What follows belongs to an exercise in optimizing a design on an open flow for small area; a production flow would make more cautious choices. The RTL was checked by simulation tests, not by an equivalence proof against the original design.

== north ==
==> flow/design.v (excerpt) <==
module lsort_detect (
    input               clk,
    input               rst_n,
    input               in_valid,
    input        [ 1:0] in_channel,
    input        [11:0] in_data,
    output logic        out_valid,
    output logic [ 1:0] out_channel,
    output logic [10:0] out_data,
    output logic        out_spike,
    output logic [38:0] out_time
);
  localparam int NS = 24;   
  localparam int NB1 = 4;   
  logic [1:0] ph;
  always_ff @(posedge clk or negedge rst_n)
    if (!rst_n) ph <= 2'd0;
    else ph <= ph + 2'd1;
  logic [1:0] dly;
  logic [3:1] ev;
  logic [11:0] ed1, ed2, ed3;
  assign dly = in_channel - ph;
  always_ff @(posedge clk or negedge rst_n)
    if (!rst_n) ev <= '0;
    else begin
      ev[1] <= in_valid && dly == 2'd3;
      ev[2] <= ev[1] || (in_valid && dly == 2'd2);
      ev[3] <= ev[2] || (in_valid && dly == 2'd1);
    end
  always_ff @(posedge clk) begin
    ed1 <= in_data;
    ed2 <= (in_valid && dly == 2'd2) ? in_data : ed1;
    ed3 <= (in_valid && dly == 2'd1) ? in_data : ed2;
  end
  logic pv;
  logic [11:0] x;
  assign pv = ev[3] || (in_valid && dly == 2'd0);
  assign x  = ev[3] ? ed3 : in_data;
  logic [23:0] flt0, flt1, flt2, flt3;   
  logic seen3;
  always_ff @(posedge clk or negedge rst_n)
    if (!rst_n) seen3 <= 1'b0;
    else if (pv && ph == 2'd3) seen3 <= 1'b1;
  logic [11:0] s1, s2, d;
  assign s1 = seen3 ? flt3[23:12] : 12'd0;
  assign s2 = seen3 ? flt3[11:0] : 12'd0;
  lsd_filter u_filter (
      .x (x),
      .s1(s1),
      .s2(s2),
      .d (d)
  );
  logic v1;
  logic [11:0] s2o;
  always_ff @(posedge clk or negedge rst_n)
    if (!rst_n) v1 <= 1'b0;
    else v1 <= pv;
  always_ff @(posedge clk) begin
    flt0 <= pv ? {d, s1} : flt3;
    flt1 <= flt0;
    flt2 <= flt1;
    flt3 <= flt2;
    s2o  <= s2;
  end
  logic [10:0] u;
  logic [11:0] y;
  logic [5:0] g;
  lsd_mag u_mag (
      .d (flt0[23:12]),
      .s2(s2o),
      .y (y),
      .u (u)
  ...
Size: ~2200 cells after synthesis, about 71 I/O pins.
export LEC_CHECK = 0
export CAP_MARGIN = 20
export CORE_MARGIN = 2
export CORE_UTILIZATION = 55
export CTS_CLUSTER_DIAMETER = 100
export CTS_CLUSTER_SIZE = 30
export SLEW_MARGIN = 20
create_clock -name core_clock -period 14.0 [get_ports {clk}]
standard.sh (not shown) runs the stock make flow with config.mk's settings and CLKGATE_MAP_FILE= SYNTH_SCRIPT=/design/flow/synth_recipe.tcl, a recipe that flattens the netlist after the stock synthesis.
==> flow/flow/run.sh <==
#!/bin/bash
# Layout flow: the standard layout (standard.sh) with two changes:
#  - after the standard synthesis, fa_polarity.py picks the polarity of each
#    full adder so that fewer inverters sit between adders (the registers and
#    all other cells stay as synthesis made them);
#  - the port buffers are the smallest buffer cell.
# Each step's output goes to a log of its own here; the tools' own logs are
# under orfs/logs.
set -euo pipefail
export BUFFER_PORTS_ARGS="-buffer_cell sky130_fd_sc_hd__buf_1"
R=orfs/results/${FLOW_PLATFORM}/lsort_detect/base
bash standard.sh synth > flow_synth.log 2>&1
cp $R/1_2_yosys.v flow_yosys_standard.v
python3 flow/fa_polarity.py flow_yosys_standard.v $R/1_2_yosys.new.v > flow_fa_polarity.log 2>&1
# the edited netlist is newer than 1_synth.odb, so make rebuilds it from there
mv $R/1_2_yosys.new.v $R/1_2_yosys.v
bash standard.sh finish > flow_finish.log 2>&1
Other scripts of this flow, unchanged in this note and not shown: flow/flow/fa_polarity.py
[inputs] south vs north
- CORE_UTILIZATION changed from 55 to 40
Notes after the runs:
The flow did not stop early for north: all stages ran, and the layout cleared the timing, design-rule and antenna checks. south did not stop at any stage, and its layout met the timing, design-rule and antenna checks. In south the die area turned out 0.021 sq mm higher than in north. The critical path depth number comes out higher for north vs south. Looking at south and north, the final area is a wash. Final cell count in south vs north: up about 8%. Per the comparison of south with north, non-clock buffer instance count of the final layout now sits lower; worst stage delay on the critical path +20 ps; global-route usage fell 5.9 points.

==> separate check: timing with driven ports <==
The flow's constraints put no driver on any port. The routed layouts listed below were extracted and timed again, unchanged, in two steps. Step 1, drivers: a clkbuf_16 drives clk and a buf_2 each remaining input, both assumed. Step 2, shift: input delay + t, output delay - t, t = (earliest + latest rising clock arrival at the registers) / 2. This alone moves slack from input paths to output paths. Three values: ideal, step 1, step 2; two values: the first two.
run	shift t [ns]	slack for setup (ns)	pins driven straight from the clock port
north	0.637	0.380 / 0.380 / 0.380	1
south	0.633	0.520 / 0.520 / 0.520	1
After both steps every run listed still meets setup and hold.
